Context: an optimization exercise on an open-source flow, tuned for small area. The choices shown serve that exercise and are no tape-out recipe.
In this exercise RTL edits were held to simulation tests only and were not proved equivalent to the original.
Power and IR drop assume default switching activity.

`design.v`:
```
module addr_decode(
    input  [31:0] addr,
    output [5:0]  sel,
    output        err
    );
    wire z_a  = ~(addr[28] | addr[27] | addr[26] | addr[25]);
    wire z_b  = ~(addr[24] | addr[23] | addr[22] | addr[21]);
    wire base = z_a & z_b & ~addr[31] & addr[30];                  
    wire g40  = base & ~addr[29] & ~addr[19] & ~addr[18];
    wire hi401 = g40 & addr[20];                                   
    wire z_c  = ~(addr[20] | addr[19] | addr[18] | addr[17]);
    wire z_d  = ~(addr[16] | addr[15] | addr[14] | addr[13]);
    assign sel[0] = hi401 & ~addr[17] & ~addr[16];                 
    assign sel[1] = hi401 & ~addr[17] &  addr[16];                 
    assign sel[2] = hi401 &  addr[17] & ~addr[16];                 
    assign sel[3] = base & addr[29] & z_c & z_d;                   
    assign sel[4] = hi401 &  addr[17] &  addr[16];                 
    assign sel[5] = g40 & ~addr[20];                               
    assign err = ~(hi401 | sel[3] | sel[5]);
endmodule
module resp_mux #(parameter W = 1) (
    input  [5:0]   v,
    input  [W-1:0] d0, d1, d2, d3, d4, d5,
    input          err,
    output [W-1:0] y
    );
    wire [W-1:0] lo_n = ~(({W{v[0]}} & d0) | ({W{v[1]}} & d1) | ({W{v[2]}} & d2));
    wire [W-1:0] hi_n = ~(({W{v[3]}} & d3) | ({W{v[4]}} & d4) | ({W{v[5]}} & d5));
    assign y = ~(lo_n & hi_n & {W{~err}});
endmodule
`timescale 1ns / 100ps
module AXI_connect
    #( parameter
                ADDR = 32,
                VALID = 1,
                PROT = 3,
                DATA = 32,
                STRB = 4,
                READY = 1,
                RESP = 2
    )
    ( clk, rst,
    M00_AWADDR, M00_ARADDR, M00_AWVALID, M00_WVALID, M00_ARVALID, M00_AWPROT, M00_ARPROT, M00_WDATA, M00_WSTRB, M00_BREADY, M00_RREADY,
    S00_BVALID, S00_RVALID, S00_RDATA, S00_AWREADY, S00_WREADY, S00_ARREADY, S00_BRESP, S00_RRESP,
    S01_BVALID, S01_RVALID, S01_RDATA, S01_AWREADY, S01_WREADY, S01_ARREADY, S01_BRESP, S01_RRESP,
    S02_BVALID, S02_RVALID, S02_RDATA, S02_AWREADY, S02_WREADY, S02_ARREADY, S02_BRESP, S02_RRESP,
    S03_BVALID, S03_RVALID, S03_RDATA, S03_AWREADY, S03_WREADY, S03_ARREADY, S03_BRESP, S03_RRESP,
    S04_BVALID, S04_RVALID, S04_RDATA, S04_AWREADY, S04_WREADY, S04_ARREADY, S04_BRESP, S04_RRESP,
    S05_BVALID, S05_RVALID, S05_RDATA, S05_AWREADY, S05_WREADY, S05_ARREADY, S05_BRESP, S05_RRESP,
    S00_AWADDR, S00_ARADDR, S00_AWVALID, S00_WVALID, S00_ARVALID, S00_AWPROT, S00_ARPROT, S00_WDATA, S00_WSTRB, S00_BREADY, S00_RREADY,
    S01_AWADDR, S01_ARADDR, S01_AWVALID, S01_WVALID, S01_ARVALID, S01_AWPROT, S01_ARPROT, S01_WDATA, S01_WSTRB, S01_BREADY, S01_RREADY,
    S02_AWADDR, S02_ARADDR, S02_AWVALID, S02_WVALID, S02_ARVALID, S02_AWPROT, S02_ARPROT, S02_WDATA, S02_WSTRB, S02_BREADY, S02_RREADY,
    S03_AWADDR, S03_ARADDR, S03_AWVALID, S03_WVALID, S03_ARVALID, S03_AWPROT, S03_ARPROT, S03_WDATA, S03_WSTRB, S03_BREADY, S03_RREADY,
    S04_AWADDR, S04_ARADDR, S04_AWVALID, S04_WVALID, S04_ARVALID, S04_AWPROT, S04_ARPROT, S04_WDATA, S04_WSTRB, S04_BREADY, S04_RREADY,
    S05_AWADDR, S05_ARADDR, S05_AWVALID, S05_WVALID, S05_ARVALID, S05_AWPROT, S05_ARPROT, S05_WDATA, S05_WSTRB, S05_BREADY, S05_RREADY,
    M00_BVALID, M00_RVALID, M00_RDATA, M00_AWREADY, M00_WREADY, M00_ARREADY, M00_BRESP, M00_RRESP
    );
    input clk, rst;
    input [ADDR - 1: 0]   M00_AWADDR,                                  M00_ARADDR;
    input [VALID - 1: 0]  M00_AWVALID, M00_WVALID,                  M00_ARVALID;
    input [PROT - 1: 0]   M00_AWPROT,                                  M00_ARPROT;
    input [DATA - 1: 0]                   M00_WDATA;
    input [STRB - 1: 0]                   M00_WSTRB;
    input [READY - 1: 0]                                  M00_BREADY,                  M00_RREADY;
    input [VALID - 1: 0]                                  S00_BVALID,                  S00_RVALID;
    input [DATA - 1: 0]                                                                   S00_RDATA;
    input [READY - 1: 0]  S00_AWREADY, S00_WREADY,                  S00_ARREADY;
    input [RESP - 1: 0]                                   S00_BRESP,                   S00_RRESP;
    input [VALID - 1: 0]                               S01_BVALID,                  S01_RVALID;
    input [DATA - 1: 0]                                                                   S01_RDATA;
    input [READY - 1: 0]  S01_AWREADY, S01_WREADY,                  S01_ARREADY;
    input [RESP - 1: 0]                                   S01_BRESP,                   S01_RRESP;
    input [VALID - 1: 0]                                  S02_BVALID,                  S02_RVALID;
    input [DATA - 1: 0]                                                                   S02_RDATA;
    input [READY - 1: 0]  S02_AWREADY, S02_WREADY,                  S02_ARREADY;
    input [RESP - 1: 0]                                   S02_BRESP,                   S02_RRESP;
    input [VALID - 1: 0]                                  S03_BVALID,                  S03_RVALID;
    input [DATA - 1: 0]                                                                   S03_RDATA;
    input [READY - 1: 0]  S03_AWREADY, S03_WREADY,                  S03_ARREADY;
    input [RESP - 1: 0]                                   S03_BRESP,                   S03_RRESP;
    input [VALID - 1: 0]                                  S04_BVALID,                  S04_RVALID;
    input [DATA - 1: 0]                                                                   S04_RDATA;
    input [READY - 1: 0]  S04_AWREADY, S04_WREADY,                  S04_ARREADY;
    input [RESP - 1: 0]                                   S04_BRESP,                   S04_RRESP;
    input [VALID - 1: 0]                                  S05_BVALID,                  S05_RVALID;
    input [DATA - 1: 0]                                                                   S05_RDATA;
    input [READY - 1: 0]  S05_AWREADY, S05_WREADY,                  S05_ARREADY;
    input [RESP - 1: 0]                                   S05_BRESP,                   S05_RRESP;
    output [ADDR - 1: 0]   S00_AWADDR,                                 S00_ARADDR;
    output [VALID - 1: 0]  S00_AWVALID, S00_WVALID,                 S00_ARVALID;
    output [PROT - 1: 0]   S00_AWPROT,                                 S00_ARPROT;
    output [DATA - 1: 0]                   S00_WDATA;
    output [STRB - 1: 0]                   S00_WSTRB;
    output [READY - 1: 0]                                  S00_BREADY,   S00_RREADY;
    output [ADDR - 1: 0]   S01_AWADDR,                                 S01_ARADDR;
    output [VALID - 1: 0]  S01_AWVALID, S01_WVALID,                 S01_ARVALID;
    output [PROT - 1: 0]   S01_AWPROT,                                 S01_ARPROT;
    output [DATA - 1: 0]                   S01_WDATA;
    output [STRB - 1: 0]                   S01_WSTRB;
    output [READY - 1: 0]                                  S01_BREADY,                 S01_RREADY;
    output [ADDR - 1: 0]   S02_AWADDR,                                 S02_ARADDR;
    output [VALID - 1: 0]  S02_AWVALID, S02_WVALID,                 S02_ARVALID;
    output [PROT - 1: 0]   S02_AWPROT,                                 S02_ARPROT;
    output [DATA - 1: 0]                   S02_WDATA;
    output [STRB - 1: 0]                   S02_WSTRB;
    output [READY - 1: 0]                                  S02_BREADY,                 S02_RREADY;
    output [ADDR - 1: 0]   S03_AWADDR,                                 S03_ARADDR;
    output [VALID - 1: 0]  S03_AWVALID, S03_WVALID,                 S03_ARVALID;
    output [PROT - 1: 0]   S03_AWPROT,                                 S03_ARPROT;
    output [DATA - 1: 0]                   S03_WDATA;
    output [STRB - 1: 0]                   S03_WSTRB;
    output [READY - 1: 0]                                  S03_BREADY,                 S03_RREADY;
    output [ADDR - 1: 0]   S04_AWADDR,                                 S04_ARADDR;
    output [VALID - 1: 0]  S04_AWVALID, S04_WVALID,                 S04_ARVALID;
    output [PROT - 1: 0]   S04_AWPROT,                                 S04_ARPROT;
    output [DATA - 1: 0]                   S04_WDATA;
    output [STRB - 1: 0]                   S04_WSTRB;
    output [READY - 1: 0]                                  S04_BREADY,                 S04_RREADY;
    output [ADDR - 1: 0]   S05_AWADDR,                                 S05_ARADDR;
    output [VALID - 1: 0]  S05_AWVALID, S05_WVALID,                 S05_ARVALID;
    output [PROT - 1: 0]   S05_AWPROT,                                 S05_ARPROT;
    output [DATA - 1: 0]                   S05_WDATA;
    output [STRB - 1: 0]                   S05_WSTRB;
    output [READY - 1: 0]                                  S05_BREADY,                 S05_RREADY;
    output [VALID - 1: 0]                                  M00_BVALID,                  M00_RVALID;
    output [DATA - 1: 0]                                                                   M00_RDATA;
    output [READY - 1: 0]  M00_AWREADY, M00_WREADY,                  M00_ARREADY;
    output [RESP - 1: 0]                                   M00_BRESP,                   M00_RRESP;
    wire [5:0] w_dec, r_dec;
    wire       w_dec_err, r_dec_err;
    addr_decode w_decode(.addr(M00_AWADDR), .sel(w_dec), .err(w_dec_err));
    addr_decode r_decode(.addr(M00_ARADDR), .sel(r_dec), .err(r_dec_err));
    reg        w_blk;
    reg  [5:0] w_held;
    reg        w_err_q;
    wire [5:0] w_sel = M00_AWVALID ? (w_dec & {6{~w_blk}}) : w_held;
    wire       w_err = M00_AWVALID ? (w_dec_err & ~w_blk) : w_err_q;
    wire [5:0] s_awready = {S05_AWREADY, S04_AWREADY, S03_AWREADY, S02_AWREADY, S01_AWREADY, S00_AWREADY};
    wire [5:0] s_wready  = {S05_WREADY,  S04_WREADY,  S03_WREADY,  S02_WREADY,  S01_WREADY,  S00_WREADY};
    wire [5:0] s_bvalid  = {S05_BVALID,  S04_BVALID,  S03_BVALID,  S02_BVALID,  S01_BVALID,  S00_BVALID};
    assign M00_AWREADY = w_err | (|(w_sel & s_awready));
    assign M00_WREADY  = w_err | (|(w_sel & s_wready));
    assign M00_BVALID  = w_err | (|s_bvalid);
    resp_mux #(.W(2)) b_resp_mux(
        .v({S05_BVALID, S04_BVALID, S03_BVALID, S02_BVALID, S01_BVALID, S00_BVALID}),
        .d0(S00_BRESP), .d1(S01_BRESP), .d2(S02_BRESP), .d3(S03_BRESP), .d4(S04_BRESP), .d5(S05_BRESP),
        .err(w_err), .y(M00_BRESP));
    always @(posedge clk) begin
        w_blk   <= ~rst | (M00_BVALID & M00_BREADY);
        w_held  <= w_sel;
        w_err_q <= w_err & ~M00_BREADY & rst;
    end
    wire [5:0] s_awvalid = {6{M00_AWVALID}} & w_sel;
    wire [5:0] s_wvalid  = {6{M00_WVALID}} & w_sel;
    assign {S05_AWVALID, S04_AWVALID, S03_AWVALID, S02_AWVALID, S01_AWVALID, S00_AWVALID} = s_awvalid;
    assign {S05_WVALID,  S04_WVALID,  S03_WVALID,  S02_WVALID,  S01_WVALID,  S00_WVALID}  = s_wvalid;
    reg        r_blk;
    reg        r_err_q;
    wire [5:0] r_sel = r_dec & {6{M00_ARVALID & ~r_blk}};
    wire       r_err = M00_ARVALID ? (r_dec_err & ~r_blk) : r_err_q;
    wire [5:0] s_arready = {S05_ARREADY, S04_ARREADY, S03_ARREADY, S02_ARREADY, S01_ARREADY, S00_ARREADY};
    wire [5:0] s_rvalid  = {S05_RVALID,  S04_RVALID,  S03_RVALID,  S02_RVALID,  S01_RVALID,  S00_RVALID};
    assign M00_ARREADY = r_err | (|(r_sel & s_arready));
    assign M00_RVALID  = r_err | (|s_rvalid);
    resp_mux #(.W(34)) r_resp_mux(
        .v({S05_RVALID, S04_RVALID, S03_RVALID, S02_RVALID, S01_RVALID, S00_RVALID}),
        .d0({S00_RRESP, S00_RDATA}), .d1({S01_RRESP, S01_RDATA}), .d2({S02_RRESP, S02_RDATA}),
        .d3({S03_RRESP, S03_RDATA}), .d4({S04_RRESP, S04_RDATA}), .d5({S05_RRESP, S05_RDATA}),
        .err(r_err), .y({M00_RRESP, M00_RDATA}));
    always @(posedge clk) begin
        r_blk   <= ~rst | (M00_RVALID & M00_RREADY);
        r_err_q <= r_err & ~M00_RREADY & rst;
    end
    assign {S05_ARVALID, S04_ARVALID, S03_ARVALID, S02_ARVALID, S01_ARVALID, S00_ARVALID} = r_sel;
    assign S00_AWADDR = M00_AWADDR; assign S01_AWADDR = M00_AWADDR; assign S02_AWADDR = M00_AWADDR;
    assign S03_AWADDR = M00_AWADDR; assign S04_AWADDR = M00_AWADDR; assign S05_AWADDR = M00_AWADDR;
    assign S00_AWPROT = M00_AWPROT; assign S01_AWPROT = M00_AWPROT; assign S02_AWPROT = M00_AWPROT;
    assign S03_AWPROT = M00_AWPROT; assign S04_AWPROT = M00_AWPROT; assign S05_AWPROT = M00_AWPROT;
    assign S00_WDATA = M00_WDATA; assign S01_WDATA = M00_WDATA; assign S02_WDATA = M00_WDATA;
    assign S03_WDATA = M00_WDATA; assign S04_WDATA = M00_WDATA; assign S05_WDATA = M00_WDATA;
    assign S00_WSTRB = M00_WSTRB; assign S01_WSTRB = M00_WSTRB; assign S02_WSTRB = M00_WSTRB;
    assign S03_WSTRB = M00_WSTRB; assign S04_WSTRB = M00_WSTRB; assign S05_WSTRB = M00_WSTRB;
    assign S00_ARADDR = M00_ARADDR; assign S01_ARADDR = M00_ARADDR; assign S02_ARADDR = M00_ARADDR;
    assign S03_ARADDR = M00_ARADDR; assign S04_ARADDR = M00_ARADDR; assign S05_ARADDR = M00_ARADDR;
    assign S00_ARPROT = M00_ARPROT; assign S01_ARPROT = M00_ARPROT; assign S02_ARPROT = M00_ARPROT;
    assign S03_ARPROT = M00_ARPROT; assign S04_ARPROT = M00_ARPROT; assign S05_ARPROT = M00_ARPROT;
    assign S00_BREADY = M00_BREADY; assign S01_BREADY = M00_BREADY; assign S02_BREADY = M00_BREADY;
    assign S03_BREADY = M00_BREADY; assign S04_BREADY = M00_BREADY; assign S05_BREADY = M00_BREADY;
    assign S00_RREADY = M00_RREADY; assign S01_RREADY = M00_RREADY; assign S02_RREADY = M00_RREADY;
    assign S03_RREADY = M00_RREADY; assign S04_RREADY = M00_RREADY; assign S05_RREADY = M00_RREADY;
endmodule
```
`flow/run.sh`:
```
#!/bin/bash
# Standard ORFS layout with two changes:
#  - synthesis maps the logic with an area-oriented ABC script (flow/abc_speed.script);
#    everything else in ORFS's scripts is used unchanged (copied to ./orfs_scripts);
#  - the port buffers are the smallest buffer cell;
#  - the pins of each bit of a routed signal are placed side by side (flow/pin_groups.txt).
set -eo pipefail
here=$(pwd)
rm -rf "$here/orfs_scripts"
cp -r "$FLOW_HOME/scripts" "$here/orfs_scripts"
cp "$here/flow/abc_speed.script" "$here/orfs_scripts/abc_speed.script"
export BUFFER_PORTS_ARGS="-buffer_cell sky130_fd_sc_hd__buf_1"
export PLACE_PINS_ARGS="$(cat "$here/flow/pin_groups.txt")"
bash standard.sh SCRIPTS_DIR="$here/orfs_scripts" synth > synth.log 2>&1
bash standard.sh > standard.log 2>&1
```
`flow/abc_speed.script`:
```
strash
dch
amap
```
`flow/pin_groups.txt`:
```
-group_pins {M00_RDATA[0] S00_RDATA[0] S01_RDATA[0] S02_RDATA[0] S03_RDATA[0] S04_RDATA[0] S05_RDATA[0]} -group_pins {M00_RDATA[1] S00_RDATA[1] S01_RDATA[1] S02_RDATA[1] S03_RDATA[1] S04_RDATA[1] S05_RDATA[1]} -group_pins {M00_RDATA[2] S00_RDATA[2] S01_RDATA[2] S02_RDATA[2] S03_RDATA[2] S04_RDATA[2] S05_RDATA[2]} -group_pins {M00_RDATA[3] S00_RDATA[3] S01_RDATA[3] S02_RDATA[3] S03_RDATA[3] S04_RDATA[3] S05_RDATA[3]} -group_pins {M00_RDATA[4] S00_RDATA[4] S01_RDATA[4] S02_RDATA[4] S03_RDATA[4] S04_RDATA[4] S05_RDATA[4]} -group_pins {M00_RDATA[5] S00_RDATA[5] S01_RDATA[5] S02_RDATA[5] S03_RDATA[5] S04_RDATA[5] S05_RDATA[5]} -group_pins {M00_RDATA[6] S00_RDATA[6] S01_RDATA[6] S02_RDATA[6] S03_RDATA[6] S04_RDATA[6] S05_RDATA[6]} -group_pins {M00_RDATA[7] S00_RDATA[7] S01_RDATA[7] S02_RDATA[7] S03_RDATA[7] S04_RDATA[7] S05_RDATA[7]} -group_pins {M00_RDATA[8] S00_RDATA[8] S01_RDATA[8] S02_RDATA[8] S03_RDATA[8] S04_RDATA[8] S05_RDATA[8]} -group_pins {M00_RDATA[9] S00_RDATA[9] S01_RDATA[9] S02_RDATA[9] S03_RDATA[9] S04_RDATA[9] S05_RDATA[9]} -group_pins {M00_RDATA[10] S00_RDATA[10] S01_RDATA[10] S02_RDATA[10] S03_RDATA[10] S04_RDATA[10] S05_RDATA[10]} -group_pins {M00_RDATA[11] S00_RDATA[11] S01_RDATA[11] S02_RDATA[11] S03_RDATA[11] S04_RDATA[11] S05_RDATA[11]} -group_pins {M00_RDATA[12] S00_RDATA[12] S01_RDATA[12] S02_RDATA[12] S03_RDATA[12] S04_RDATA[12] S05_RDATA[12]} -group_pins {M00_RDATA[13] S00_RDATA[13] S01_RDATA[13] S02_RDATA[13] S03_RDATA[13] S04_RDATA[13] S05_RDATA[13]} -group_pins {M00_RDATA[14] S00_RDATA[14] S01_RDATA[14] S02_RDATA[14] S03_RDATA[14] S04_RDATA[14] S05_RDATA[14]} -group_pins {M00_RDATA[15] S00_RDATA[15] S01_RDATA[15] S02_RDATA[15] S03_RDATA[15] S04_RDATA[15] S05_RDATA[15]} -group_pins {M00_RDATA[16] S00_RDATA[16] S01_RDATA[16] S02_RDATA[16] S03_RDATA[16] S04_RDATA[16] S05_RDATA[16]} -group_pins {M00_RDATA[17] S00_RDATA[17] S01_RDATA[17] S02_RDATA[17] S03_RDATA[17] S04_RDATA[17] S05_RDATA[17]} -group_pins {M00_RDATA[18] S00_RDATA[18] S01_RDATA[18] S02_RDATA[18] S03_RDATA[18] S04_RDATA[18] S05_RDATA[18]} -group_pins {M00_RDATA[19] S00_RDATA[19] S01_RDATA[19] S02_RDATA[19] S03_RDATA[19] S04_RDATA[19] S05_RDATA[19]} -group_pins {M00_RDATA[20] S00_RDATA[20] S01_RDATA[20] S02_RDATA[20] S03_RDATA[20] S04_RDATA[20] S05_RDATA[20]} -group_pins {M00_RDATA[21] S00_RDATA[21] S01_RDATA[21] S02_RDATA[21] S03_RDATA[21] S04_RDATA[21] S05_RDATA[21]} -group_pins {M00_RDATA[22] S00_RDATA[22] S01_RDATA[22] S02_RDATA[22] S03_RDATA[22] S04_RDATA[22] S05_RDATA[22]} -group_pins {M00_RDATA[23] S00_RDATA[23] S01_RDATA[23] S02_RDATA[23] S03_RDATA[23] S04_RDATA[23] S05_RDATA[23]} -group_pins {M00_RDATA[24] S00_RDATA[24] S01_RDATA[24] S02_RDATA[24] S03_RDATA[24] S04_RDATA[24] S05_RDATA[24]} -group_pins {M00_RDATA[25] S00_RDATA[25] S01_RDATA[25] S02_RDATA[25] S03_RDATA[25] S04_RDATA[25] S05_RDATA[25]} -group_pins {M00_RDATA[26] S00_RDATA[26] S01_RDATA[26] S02_RDATA[26] S03_RDATA[26] S04_RDATA[26] S05_RDATA[26]} -group_pins {M00_RDATA[27] S00_RDATA[27] S01_RDATA[27] S02_RDATA[27] S03_RDATA[27] S04_RDATA[27] S05_RDATA[27]} -group_pins {M00_RDATA[28] S00_RDATA[28] S01_RDATA[28] S02_RDATA[28] S03_RDATA[28] S04_RDATA[28] S05_RDATA[28]} -group_pins {M00_RDATA[29] S00_RDATA[29] S01_RDATA[29] S02_RDATA[29] S03_RDATA[29] S04_RDATA[29] S05_RDATA[29]} -group_pins {M00_RDATA[30] S00_RDATA[30] S01_RDATA[30] S02_RDATA[30] S03_RDATA[30] S04_RDATA[30] S05_RDATA[30]} -group_pins {M00_RDATA[31] S00_RDATA[31] S01_RDATA[31] S02_RDATA[31] S03_RDATA[31] S04_RDATA[31] S05_RDATA[31]} -group_pins {M00_RRESP[0] S00_RRESP[0] S01_RRESP[0] S02_RRESP[0] S03_RRESP[0] S04_RRESP[0] S05_RRESP[0]} -group_pins {M00_RRESP[1] S00_RRESP[1] S01_RRESP[1] S02_RRESP[1] S03_RRESP[1] S04_RRESP[1] S05_RRESP[1]} -group_pins {M00_BRESP[0] S00_BRESP[0] S01_BRESP[0] S02_BRESP[0] S03_BRESP[0] S04_BRESP[0] S05_BRESP[0]} -group_pins {M00_BRESP[1] S00_BRESP[1] S01_BRESP[1] S02_BRESP[1] S03_BRESP[1] S04_BRESP[1] S05_BRESP[1]} -group_pins {M00_AWADDR[0] S00_AWADDR[0] S01_AWADDR[0] S02_AWADDR[0] S03_AWADDR[0] S04_AWADDR[0] S05_AWADDR[0]} -group_pins {M00_AWADDR[1] S00_AWADDR[1] S01_AWADDR[1] S02_AWADDR[1] S03_AWADDR[1] S04_AWADDR[1] S05_AWADDR[1]} -group_pins {M00_AWADDR[2] S00_AWADDR[2] S01_AWADDR[2] S02_AWADDR[2] S03_AWADDR[2] S04_AWADDR[2] S05_AWADDR[2]} -group_pins {M00_AWADDR[3] S00_AWADDR[3] S01_AWADDR[3] S02_AWADDR[3] S03_AWADDR[3] S04_AWADDR[3] S05_AWADDR[3]} -group_pins {M00_AWADDR[4] S00_AWADDR[4] S01_AWADDR[4] S02_AWADDR[4] S03_AWADDR[4] S04_AWADDR[4] S05_AWADDR[4]} -group_pins {M00_AWADDR[5] S00_AWADDR[5] S01_AWADDR[5] S02_AWADDR[5] S03_AWADDR[5] S04_AWADDR[5] S05_AWADDR[5]} -group_pins {M00_AWADDR[6] S00_AWADDR[6] S01_AWADDR[6] S02_AWADDR[6] S03_AWADDR[6] S04_AWADDR[6] S05_AWADDR[6]} -group_pins {M00_AWADDR[7] S00_AWADDR[7] S01_AWADDR[7] S02_AWADDR[7] S03_AWADDR[7] S04_AWADDR[7] S05_AWADDR[7]} -group_pins {M00_AWADDR[8] S00_AWADDR[8] S01_AWADDR[8] S02_AWADDR[8] S03_AWADDR[8] S04_AWADDR[8] S05_AWADDR[8]} -group_pins {M00_AWADDR[9] S00_AWADDR[9] S01_AWADDR[9] S02_AWADDR[9] S03_AWADDR[9] S04_AWADDR[9] S05_AWADDR[9]} -group_pins {M00_AWADDR[10] S00_AWADDR[10] S01_AWADDR[10] S02_AWADDR[10] S03_AWADDR[10] S04_AWADDR[10] S05_AWADDR[10]} -group_pins {M00_AWADDR[11] S00_AWADDR[11] S01_AWADDR[11] S02_AWADDR[11] S03_AWADDR[11] S04_AWADDR[11] S05_AWADDR[11]} -group_pins {M00_AWADDR[12] S00_AWADDR[12] S01_AWADDR[12] S02_AWADDR[12] S03_AWADDR[12] S04_AWADDR[12] S05_AWADDR[12]} -group_pins {M00_AWADDR[13] S00_AWADDR[13] S01_AWADDR[13] S02_AWADDR[13] S03_AWADDR[13] S04_AWADDR[13] S05_AWADDR[13]} -group_pins {M00_AWADDR[14] S00_AWADDR[14] S01_AWADDR[14] S02_AWADDR[14] S03_AWADDR[14] S04_AWADDR[14] S05_AWADDR[14]} -group_pins {M00_AWADDR[15] S00_AWADDR[15] S01_AWADDR[15] S02_AWADDR[15] S03_AWADDR[15] S04_AWADDR[15] S05_AWADDR[15]} -group_pins {M00_AWADDR[16] S00_AWADDR[16] S01_AWADDR[16] S02_AWADDR[16] S03_AWADDR[16] S04_AWADDR[16] S05_AWADDR[16]} -group_pins {M00_AWADDR[17] S00_AWADDR[17] S01_AWADDR[17] S02_AWADDR[17] S03_AWADDR[17] S04_AWADDR[17] S05_AWADDR[17]} -group_pins {M00_AWADDR[18] S00_AWADDR[18] S01_AWADDR[18] S02_AWADDR[18] S03_AWADDR[18] S04_AWADDR[18] S05_AWADDR[18]} -group_pins {M00_AWADDR[19] S00_AWADDR[19] S01_AWADDR[19] S02_AWADDR[19] S03_AWADDR[19] S04_AWADDR[19] S05_AWADDR[19]} -group_pins {M00_AWADDR[20] S00_AWADDR[20] S01_AWADDR[20] S02_AWADDR[20] S03_AWADDR[20] S04_AWADDR[20] S05_AWADDR[20]} -group_pins {M00_AWADDR[21] S00_AWADDR[21] S01_AWADDR[21] S02_AWADDR[21] S03_AWADDR[21] S04_AWADDR[21] S05_AWADDR[21]} -group_pins {M00_AWADDR[22] S00_AWADDR[22] S01_AWADDR[22] S02_AWADDR[22] S03_AWADDR[22] S04_AWADDR[22] S05_AWADDR[22]} -group_pins {M00_AWADDR[23] S00_AWADDR[23] S01_AWADDR[23] S02_AWADDR[23] S03_AWADDR[23] S04_AWADDR[23] S05_AWADDR[23]} -group_pins {M00_AWADDR[24] S00_AWADDR[24] S01_AWADDR[24] S02_AWADDR[24] S03_AWADDR[24] S04_AWADDR[24] S05_AWADDR[24]} -group_pins {M00_AWADDR[25] S00_AWADDR[25] S01_AWADDR[25] S02_AWADDR[25] S03_AWADDR[25] S04_AWADDR[25] S05_AWADDR[25]} -group_pins {M00_AWADDR[26] S00_AWADDR[26] S01_AWADDR[26] S02_AWADDR[26] S03_AWADDR[26] S04_AWADDR[26] S05_AWADDR[26]} -group_pins {M00_AWADDR[27] S00_AWADDR[27] S01_AWADDR[27] S02_AWADDR[27] S03_AWADDR[27] S04_AWADDR[27] S05_AWADDR[27]} -group_pins {M00_AWADDR[28] S00_AWADDR[28] S01_AWADDR[28] S02_AWADDR[28] S03_AWADDR[28] S04_AWADDR[28] S05_AWADDR[28]} -group_pins {M00_AWADDR[29] S00_AWADDR[29] S01_AWADDR[29] S02_AWADDR[29] S03_AWADDR[29] S04_AWADDR[29] S05_AWADDR[29]} -group_pins {M00_AWADDR[30] S00_AWADDR[30] S01_AWADDR[30] S02_AWADDR[30] S03_AWADDR[30] S04_AWADDR[30] S05_AWADDR[30]} -group_pins {M00_AWADDR[31] S00_AWADDR[31] S01_AWADDR[31] S02_AWADDR[31] S03_AWADDR[31] S04_AWADDR[31] S05_AWADDR[31]} -group_pins {M00_ARADDR[0] S00_ARADDR[0] S01_ARADDR[0] S02_ARADDR[0] S03_ARADDR[0] S04_ARADDR[0] S05_ARADDR[0]} -group_pins {M00_ARADDR[1] S00_ARADDR[1] S01_ARADDR[1] S02_ARADDR[1] S03_ARADDR[1] S04_ARADDR[1] S05_ARADDR[1]} -group_pins {M00_ARADDR[2] S00_ARADDR[2] S01_ARADDR[2] S02_ARADDR[2] S03_ARADDR[2] S04_ARADDR[2] S05_ARADDR[2]} -group_pins {M00_ARADDR[3] S00_ARADDR[3] S01_ARADDR[3] S02_ARADDR[3] S03_ARADDR[3] S04_ARADDR[3] S05_ARADDR[3]} -group_pins {M00_ARADDR[4] S00_ARADDR[4] S01_ARADDR[4] S02_ARADDR[4] S03_ARADDR[4] S04_ARADDR[4] S05_ARADDR[4]} -group_pins {M00_ARADDR[5] S00_ARADDR[5] S01_ARADDR[5] S02_ARADDR[5] S03_ARADDR[5] S04_ARADDR[5] S05_ARADDR[5]} -group_pins {M00_ARADDR[6] S00_ARADDR[6] S01_ARADDR[6] S02_ARADDR[6] S03_ARADDR[6] S04_ARADDR[6] S05_ARADDR[6]} -group_pins {M00_ARADDR[7] S00_ARADDR[7] S01_ARADDR[7] S02_ARADDR[7] S03_ARADDR[7] S04_ARADDR[7] S05_ARADDR[7]} -group_pins {M00_ARADDR[8] S00_ARADDR[8] S01_ARADDR[8] S02_ARADDR[8] S03_ARADDR[8] S04_ARADDR[8] S05_ARADDR[8]} -group_pins {M00_ARADDR[9] S00_ARADDR[9] S01_ARADDR[9] S02_ARADDR[9] S03_ARADDR[9] S04_ARADDR[9] S05_ARADDR[9]} -group_pins {M00_ARADDR[10] S00_ARADDR[10] S01_ARADDR[10] S02_ARADDR[10] S03_ARADDR[10] S04_ARADDR[10] S05_ARADDR[10]} -group_pins {M00_ARADDR[11] S00_ARADDR[11] S01_ARADDR[11] S02_ARADDR[11] S03_ARADDR[11] S04_ARADDR[11] S05_ARADDR[11]} -group_pins {M00_ARADDR[12] S00_ARADDR[12] S01_ARADDR[12] S02_ARADDR[12] S03_ARADDR[12] S04_ARADDR[12] S05_ARADDR[12]} -group_pins {M00_ARADDR[13] S00_ARADDR[13] S01_ARADDR[13] S02_ARADDR[13] S03_ARADDR[13] S04_ARADDR[13] S05_ARADDR[13]} -group_pins {M00_ARADDR[14] S00_ARADDR[14] S01_ARADDR[14] S02_ARADDR[14] S03_ARADDR[14] S04_ARADDR[14] S05_ARADDR[14]} -group_pins {M00_ARADDR[15] S00_ARADDR[15] S01_ARADDR[15] S02_ARADDR[15] S03_ARADDR[15] S04_ARADDR[15] S05_ARADDR[15]} -group_pins {M00_ARADDR[16] S00_ARADDR[16] S01_ARADDR[16] S02_ARADDR[16] S03_ARADDR[16] S04_ARADDR[16] S05_ARADDR[16]} -group_pins {M00_ARADDR[17] S00_ARADDR[17] S01_ARADDR[17] S02_ARADDR[17] S03_ARADDR[17] S04_ARADDR[17] S05_ARADDR[17]} -group_pins {M00_ARADDR[18] S00_ARADDR[18] S01_ARADDR[18] S02_ARADDR[18] S03_ARADDR[18] S04_ARADDR[18] S05_ARADDR[18]} -group_pins {M00_ARADDR[19] S00_ARADDR[19] S01_ARADDR[19] S02_ARADDR[19] S03_ARADDR[19] S04_ARADDR[19] S05_ARADDR[19]} -group_pins {M00_ARADDR[20] S00_ARADDR[20] S01_ARADDR[20] S02_ARADDR[20] S03_ARADDR[20] S04_ARADDR[20] S05_ARADDR[20]} -group_pins {M00_ARADDR[21] S00_ARADDR[21] S01_ARADDR[21] S02_ARADDR[21] S03_ARADDR[21] S04_ARADDR[21] S05_ARADDR[21]} -group_pins {M00_ARADDR[22] S00_ARADDR[22] S01_ARADDR[22] S02_ARADDR[22] S03_ARADDR[22] S04_ARADDR[22] S05_ARADDR[22]} -group_pins {M00_ARADDR[23] S00_ARADDR[23] S01_ARADDR[23] S02_ARADDR[23] S03_ARADDR[23] S04_ARADDR[23] S05_ARADDR[23]} -group_pins {M00_ARADDR[24] S00_ARADDR[24] S01_ARADDR[24] S02_ARADDR[24] S03_ARADDR[24] S04_ARADDR[24] S05_ARADDR[24]} -group_pins {M00_ARADDR[25] S00_ARADDR[25] S01_ARADDR[25] S02_ARADDR[25] S03_ARADDR[25] S04_ARADDR[25] S05_ARADDR[25]} -group_pins {M00_ARADDR[26] S00_ARADDR[26] S01_ARADDR[26] S02_ARADDR[26] S03_ARADDR[26] S04_ARADDR[26] S05_ARADDR[26]} -group_pins {M00_ARADDR[27] S00_ARADDR[27] S01_ARADDR[27] S02_ARADDR[27] S03_ARADDR[27] S04_ARADDR[27] S05_ARADDR[27]} -group_pins {M00_ARADDR[28] S00_ARADDR[28] S01_ARADDR[28] S02_ARADDR[28] S03_ARADDR[28] S04_ARADDR[28] S05_ARADDR[28]} -group_pins {M00_ARADDR[29] S00_ARADDR[29] S01_ARADDR[29] S02_ARADDR[29] S03_ARADDR[29] S04_ARADDR[29] S05_ARADDR[29]} -group_pins {M00_ARADDR[30] S00_ARADDR[30] S01_ARADDR[30] S02_ARADDR[30] S03_ARADDR[30] S04_ARADDR[30] S05_ARADDR[30]} -group_pins {M00_ARADDR[31] S00_ARADDR[31] S01_ARADDR[31] S02_ARADDR[31] S03_ARADDR[31] S04_ARADDR[31] S05_ARADDR[31]} -group_pins {M00_WDATA[0] S00_WDATA[0] S01_WDATA[0] S02_WDATA[0] S03_WDATA[0] S04_WDATA[0] S05_WDATA[0]} -group_pins {M00_WDATA[1] S00_WDATA[1] S01_WDATA[1] S02_WDATA[1] S03_WDATA[1] S04_WDATA[1] S05_WDATA[1]} -group_pins {M00_WDATA[2] S00_WDATA[2] S01_WDATA[2] S02_WDATA[2] S03_WDATA[2] S04_WDATA[2] S05_WDATA[2]} -group_pins {M00_WDATA[3] S00_WDATA[3] S01_WDATA[3] S02_WDATA[3] S03_WDATA[3] S04_WDATA[3] S05_WDATA[3]} -group_pins {M00_WDATA[4] S00_WDATA[4] S01_WDATA[4] S02_WDATA[4] S03_WDATA[4] S04_WDATA[4] S05_WDATA[4]} -group_pins {M00_WDATA[5] S00_WDATA[5] S01_WDATA[5] S02_WDATA[5] S03_WDATA[5] S04_WDATA[5] S05_WDATA[5]} -group_pins {M00_WDATA[6] S00_WDATA[6] S01_WDATA[6] S02_WDATA[6] S03_WDATA[6] S04_WDATA[6] S05_WDATA[6]} -group_pins {M00_WDATA[7] S00_WDATA[7] S01_WDATA[7] S02_WDATA[7] S03_WDATA[7] S04_WDATA[7] S05_WDATA[7]} -group_pins {M00_WDATA[8] S00_WDATA[8] S01_WDATA[8] S02_WDATA[8] S03_WDATA[8] S04_WDATA[8] S05_WDATA[8]} -group_pins {M00_WDATA[9] S00_WDATA[9] S01_WDATA[9] S02_WDATA[9] S03_WDATA[9] S04_WDATA[9] S05_WDATA[9]} -group_pins {M00_WDATA[10] S00_WDATA[10] S01_WDATA[10] S02_WDATA[10] S03_WDATA[10] S04_WDATA[10] S05_WDATA[10]} -group_pins {M00_WDATA[11] S00_WDATA[11] S01_WDATA[11] S02_WDATA[11] S03_WDATA[11] S04_WDATA[11] S05_WDATA[11]} -group_pins {M00_WDATA[12] S00_WDATA[12] S01_WDATA[12] S02_WDATA[12] S03_WDATA[12] S04_WDATA[12] S05_WDATA[12]} -group_pins {M00_WDATA[13] S00_WDATA[13] S01_WDATA[13] S02_WDATA[13] S03_WDATA[13] S04_WDATA[13] S05_WDATA[13]} -group_pins {M00_WDATA[14] S00_WDATA[14] S01_WDATA[14] S02_WDATA[14] S03_WDATA[14] S04_WDATA[14] S05_WDATA[14]} -group_pins {M00_WDATA[15] S00_WDATA[15] S01_WDATA[15] S02_WDATA[15] S03_WDATA[15] S04_WDATA[15] S05_WDATA[15]} -group_pins {M00_WDATA[16] S00_WDATA[16] S01_WDATA[16] S02_WDATA[16] S03_WDATA[16] S04_WDATA[16] S05_WDATA[16]} -group_pins {M00_WDATA[17] S00_WDATA[17] S01_WDATA[17] S02_WDATA[17] S03_WDATA[17] S04_WDATA[17] S05_WDATA[17]} -group_pins {M00_WDATA[18] S00_WDATA[18] S01_WDATA[18] S02_WDATA[18] S03_WDATA[18] S04_WDATA[18] S05_WDATA[18]} -group_pins {M00_WDATA[19] S00_WDATA[19] S01_WDATA[19] S02_WDATA[19] S03_WDATA[19] S04_WDATA[19] S05_WDATA[19]} -group_pins {M00_WDATA[20] S00_WDATA[20] S01_WDATA[20] S02_WDATA[20] S03_WDATA[20] S04_WDATA[20] S05_WDATA[20]} -group_pins {M00_WDATA[21] S00_WDATA[21] S01_WDATA[21] S02_WDATA[21] S03_WDATA[21] S04_WDATA[21] S05_WDATA[21]} -group_pins {M00_WDATA[22] S00_WDATA[22] S01_WDATA[22] S02_WDATA[22] S03_WDATA[22] S04_WDATA[22] S05_WDATA[22]} -group_pins {M00_WDATA[23] S00_WDATA[23] S01_WDATA[23] S02_WDATA[23] S03_WDATA[23] S04_WDATA[23] S05_WDATA[23]} -group_pins {M00_WDATA[24] S00_WDATA[24] S01_WDATA[24] S02_WDATA[24] S03_WDATA[24] S04_WDATA[24] S05_WDATA[24]} -group_pins {M00_WDATA[25] S00_WDATA[25] S01_WDATA[25] S02_WDATA[25] S03_WDATA[25] S04_WDATA[25] S05_WDATA[25]} -group_pins {M00_WDATA[26] S00_WDATA[26] S01_WDATA[26] S02_WDATA[26] S03_WDATA[26] S04_WDATA[26] S05_WDATA[26]} -group_pins {M00_WDATA[27] S00_WDATA[27] S01_WDATA[27] S02_WDATA[27] S03_WDATA[27] S04_WDATA[27] S05_WDATA[27]} -group_pins {M00_WDATA[28] S00_WDATA[28] S01_WDATA[28] S02_WDATA[28] S03_WDATA[28] S04_WDATA[28] S05_WDATA[28]} -group_pins {M00_WDATA[29] S00_WDATA[29] S01_WDATA[29] S02_WDATA[29] S03_WDATA[29] S04_WDATA[29] S05_WDATA[29]} -group_pins {M00_WDATA[30] S00_WDATA[30] S01_WDATA[30] S02_WDATA[30] S03_WDATA[30] S04_WDATA[30] S05_WDATA[30]} -group_pins {M00_WDATA[31] S00_WDATA[31] S01_WDATA[31] S02_WDATA[31] S03_WDATA[31] S04_WDATA[31] S05_WDATA[31]} -group_pins {M00_WSTRB[0] S00_WSTRB[0] S01_WSTRB[0] S02_WSTRB[0] S03_WSTRB[0] S04_WSTRB[0] S05_WSTRB[0]} -group_pins {M00_WSTRB[1] S00_WSTRB[1] S01_WSTRB[1] S02_WSTRB[1] S03_WSTRB[1] S04_WSTRB[1] S05_WSTRB[1]} -group_pins {M00_WSTRB[2] S00_WSTRB[2] S01_WSTRB[2] S02_WSTRB[2] S03_WSTRB[2] S04_WSTRB[2] S05_WSTRB[2]} -group_pins {M00_WSTRB[3] S00_WSTRB[3] S01_WSTRB[3] S02_WSTRB[3] S03_WSTRB[3] S04_WSTRB[3] S05_WSTRB[3]} -group_pins {M00_AWPROT[0] S00_AWPROT[0] S01_AWPROT[0] S02_AWPROT[0] S03_AWPROT[0] S04_AWPROT[0] S05_AWPROT[0]} -group_pins {M00_AWPROT[1] S00_AWPROT[1] S01_AWPROT[1] S02_AWPROT[1] S03_AWPROT[1] S04_AWPROT[1] S05_AWPROT[1]} -group_pins {M00_AWPROT[2] S00_AWPROT[2] S01_AWPROT[2] S02_AWPROT[2] S03_AWPROT[2] S04_AWPROT[2] S05_AWPROT[2]} -group_pins {M00_ARPROT[0] S00_ARPROT[0] S01_ARPROT[0] S02_ARPROT[0] S03_ARPROT[0] S04_ARPROT[0] S05_ARPROT[0]} -group_pins {M00_ARPROT[1] S00_ARPROT[1] S01_ARPROT[1] S02_ARPROT[1] S03_ARPROT[1] S04_ARPROT[1] S05_ARPROT[1]} -group_pins {M00_ARPROT[2] S00_ARPROT[2] S01_ARPROT[2] S02_ARPROT[2] S03_ARPROT[2] S04_ARPROT[2] S05_ARPROT[2]}
```
`standard.sh`:
```
#!/bin/bash
# synth_recipe.tcl (not shown) runs the flow's synth.tcl, then flattens the netlist and writes it again
# the make line also repeats each setting of config.mk as NAME=value (left out here)
make -C /OpenROAD-flow-scripts/flow DESIGN_CONFIG=/design/flow/config.mk WORK_HOME=/design/flow/orfs CLKGATE_MAP_FILE= SYNTH_SCRIPT=/design/flow/synth_recipe.tcl "${@:-finish}"
```
`config.mk`:
```
export PLATFORM = sky130hd
export DESIGN_NAME = AXI_connect
export DESIGN_NICKNAME = AXI_connect
export VERILOG_FILES = /design/flow/design.v
export SDC_FILE = /design/flow/constraint.sdc
export NUM_CORES = 4
export LEC_CHECK = 0
export CAP_MARGIN = 20
export CORE_AREA = 5 5 395 395
export CTS_BUF_LIST = sky130_fd_sc_hd__clkbuf_2 sky130_fd_sc_hd__clkbuf_4 sky130_fd_sc_hd__clkbuf_8
export DIE_AREA = 0 0 400 400
export PLACE_DENSITY = 0.4
export SLEW_MARGIN = 20
```
`constraint.sdc`:
```
create_clock -name core_clock -period 6.0 [get_ports {clk}]
set_input_delay 1.2000 -clock core_clock [delete_from_list [all_inputs] [get_ports {clk}]]
set_output_delay 1.2000 -clock core_clock [all_outputs]
set_load 0.01 [all_outputs]
```
==> metrics.md <==
| Metric | Value |
|---|---|
| Distinct cells, synth | `20` |
| Core area | `151500 sq um` |
| Sequential Power Share | `0.137` |
| Area after DPL | `6485 sq um` |
| Dpl hpwl | `22520 um` |
| Pint | `0.2484 mW` |
| Wirelength per Cell | `8.828 um` |
| Setup violations, final | `0` |
| Mapped Avg Cell Area | `7.491 sq um` |
| GRT Total Usage | `0.02617` |
| Worst slew margin | `0.3160` |
| Final Critical Period | `5.460 ns` |
| Die area | `160000 sq um` |
| Syn Nets | `1221` |
| CP Depth | `15` |
| R2R cell count | `7` |
| Iter 0 DRT Violations | `459` |
| Ys Warns | `1` |
| Clk Latency, worst-skew pair | `0.24 ns` |
| Hold-fix buffers, CTS | `0` |
| Final TNS setup | `0 ns` |
| First-pass GRT wire length | `29310 um` |
| Overflow after GRT | `0` |
| Setup crit end kind | `primary output` |
| Power share of the clock group | `0.172` |
| Row Count | `143` |
| Final Hold Slack | `0.4950 ns` |
| Drt total wl | `25160 um` |
| Compound-Gate Fraction of Synth Area | `0.1273` |
| Register area share after synthesis | `0.03100` |
| Sw Ratio | `0.5008` |
| Crit start category | `input pin` |
| Ranking of synthesized cells by area | `buf_4, a222oi_1, nand3_1, dfxtp_1, nor2_1` |
| Min-delay worst type | `flip-flop to flip-flop` |
| H-tree depth | `1` |
| Crit path buf inv count | `5` |
| Vias per cell | `1.681` |
| Die H | `400 um` |
| CP max-delay cell | `or4_1` |
| Sink Count | `10` |
| Setup Buffers After CTS | `0` |
| Final Cell Area | `6543 sq um` |
| Vias in the first global route | `4043` |
| Area growth, synth to finish | `1.318%` |
| Critical Setup Path Class | `input pin to primary output` |
| Fraction of the mapped netlist area in simple logic gates | `0.08080` |
| Pre-CTS WS | `0.5445 ns` |
| Synth Cell Area | `6457 sq um` |
| Most used cell, CP | `clkinv_1` |
| NetSw | `0.2493 mW` |
| Peak Freq | `0.1832 GHz` |
| Post-Synth Adder-Cell Area | `0` |
| Initial antenna violation count | `10` |
| Routed vias | `4790` |
| Final Hold Viols | `0` |
| RSZ-0062 raised after global routing | `no` |
| Final Max Tran Viols | `0` |
| Crit Path Max Fanout | `7` |
| Period utilization | `0.9100` |
| Io pins | `1066` |
| Register bit total from synthesis | `10` |
| LEAKAGE | `1.249 nW` |
| Required @ worst endpoint | `4.80 ns` |
| Max stage delay on crit path | `0.52 ns` |
| Initial Util | `0.04261` |
| Multiplexer share of the synthesized area | `0` |
| Post-route antenna net violation count | `0` |
| Final layout net count | `1179` |
| Peak supply drop | `0.07007 mV` |
| First-pass DRT Iterations | `7` |
| Pwr Density | `76.07 nW/um^2` |
| Worst-path clk slew | `0.05 ns` |
| IO Port Bufs | `589` |
| Setup ws final | `0.5400 ns` |
| Worst-Margin Slew | `1.026 ns` |
| Clock Path Buffers | `2` |
| CTS Root Cell | `clkbuf_8` |
| Largest net degree at the start of global routing | `36` |
| Post-CTS Resized | `0` |
| Largest family of logic cells by synthesized area | `buffers and inverters` |
| Hold path cells | `2` |
| Layout cell share with drive strength beyond 1 | `0.03053` |
| Max Cap Violations | `0` |
| Placer Congestion | `0.6944` |
| Post-Synth XOR/XNOR Area | `0` |
| Reg2Reg Setup Slack | `4.29 ns` |
| CTS Buf Count | `3` |
| DRC | `0` |
| CP arrival | `4.26 ns` |
| CP cell instances | `buf_1 -> or4_1 -> nor3_1 -> nand4b_1 -> nor4_1 -> buf_4 -> clkinv_1 -> or3_1 -> nor2_1 -> a21oi_1 -> clkinv_1 -> a22o_1 -> a221oi_1 -> nand3_1 -> buf_12` |
| Area share of the largest cell type after synthesis | `0.7533` |
| Logic pwr share | `0.691` |
| Status | `no timing/DRC/antenna violations` |
| Synth area leader | `buf_4` |
| Synth Instances | `862` |
| Die width | `400 um` |
| CTS tree | `yes` |
| Clock Skews | `0.003174 ns` |
| Cell family with most CP delay | `simple AND/OR/NAND/NOR gates` |
Yosys cell counts:
| master | n |
|---|---|
| or2_0 | 3 |
| or3_1 | 2 |
| clkinv_1 | 13 |
| nand4b_1 | 3 |
| a222oi_1 | 74 |
| nand2b_1 | 3 |
| a22o_1 | 1 |
| or4_1 | 4 |
| a22oi_1 | 2 |
| a221oi_1 | 2 |
| a21oi_1 | 8 |
| dfxtp_1 | 10 |
| nor2_1 | 23 |
| nor3_1 | 10 |
| nand2_1 | 8 |
| nor3b_1 | 1 |
| nor4_1 | 3 |
| nand3_1 | 42 |
| nand4_1 | 2 |
| buf_4 | 648 |
layout by cell type (no fill, tap or decap):
master	n
buf_1	581
a222oi_1	74
nand3_1	42
nor2_1	23
clkinv_1	13
buf_4	12
nor3_1	10
dfxtp_1	10
nand2_1	8
a21oi_1	7
clkbuf_2	6
or4_1	4
clkbuf_8	4
nand4b_1	3
or2_0	3
nand2b_1	3
nor4_1	3
nand4_1	2
or3_1	2
a22oi_1	2
a221oi_1	2
buf_12	2
diode_2	1
a21oi_4	1
nor3b_1	1
a22o_1	1
flip-flops by register name (all words and copies together) (netlist names):
signal	cells
w_held	6
r_err_q	1
r_blk	1
w_blk	1
w_err_q	1
logic make-up (layout without fill, tap and decap cells):
logic type      count (synthesis)  in the layout
simple gates                  104            104
compound gates                 87             87
buf+inv                       661            618
flops                          10             10
other cells                     0              1
routing by layer:
layer / wire, um / part of all wire / global-route usage / vias up
met1: 10570 / 0.42 / 0.03548 / 2066
met4: 93 / 0.0037 / 0.001342 / 2
met2: 11460 / 0.46 / 0.04474 / 465
met3: 3025 / 0.12 / 0.005523 / 10
met5: 13 / 0.00052 / 0 / -
li1: - / - / - / 2247
stage by stage:
stage	std cells	power, mW	utilization
finish	2850	0.4977	0.04317
global route	2849	0.5423	0.04316
CTS	2849	0.5076	0.04316
detailed placement	2845	0.4224	0.04279
global placement	2845	0.4207	0.04279
floorplan	862	0.5789	-
worst reg2reg max path, stage by stage, from the launching register on:
cell and delay (ns):
dfxtp_1 0.31, nand2b_1 0.17, nor3_1 0.10, a21oi_4 0.14
buf_4 0.38, nand3_1 0.23, nand2_1 0.18, nand2_1 0.08
power by group through the flow:
stage | Combinational (mW) | Sequential [mW] | Clock, mW
after detailed placement | 0.353 | 0.0695 | 0
after floorplan | 0.510 | 0.0691 | 0
after global placement | 0.351 | 0.0695 | 0
final | 0.344 | 0.0682 | 0.0856
after global routing | 0.383 | 0.0682 | 0.0912
after CTS | 0.354 | 0.0682 | 0.0857
path summary, 6_finish.rpt:
path,startpoint,end
setup / recovery,M00_AWADDR[26],M00_AWREADY[0]
hold / removal,w_held[4],w_held[4]
setup reg to reg,r_blk,r_blk
hold reg to reg,w_held[4],w_held[4]
layout make-up:
| class | instances | area [sq um] |
|---|---|---|
| fillers | 18076 | 145000 |
| multi-input cells | 191 | 1355 |
| repair buffers | 601 | 2341 |
| clock buffers | 4 | 55.05 |
| diodes | 1 | 2.502 |
| well taps | 2030 | 2540 |
| flip-flops and latches | 10 | 200.2 |
| inverters | 13 | 48.80 |

[separate check: timing with driven ports]
Ports are ideal in the flow. The routed layout listed here was re-timed in OpenROAD.
Step 1 (the two cells are an assumption about what drives the block):
set clk [get_ports {clk}]
set_driving_cell -lib_cell sky130_fd_sc_hd__clkbuf_16 $clk
set_driving_cell -lib_cell sky130_fd_sc_hd__buf_2 [delete_from_list [all_inputs] $clk]
Step 2 adds t to the input delays and takes it off the output delays; t is the mean of the earliest and latest rising clock arrival at the registers after step 1. Input paths then give back, and output paths get back, about the clock's delay inside the block.
Slacks: ideal / step 1 / step 2; pairs: ideal / step 1.
shift t [ns]: 0.260
setup WS [ns]: 0.540 / 0.518 / 0.518
worst register clock-pin slew, ns: 0.05 / 0.05
worst slew at a driven data input, ns: 0.30
After both steps this run still meets setup and hold. The setup slack of this run moves by -0.022 ns with the drivers and by -0.022 ns with both steps.
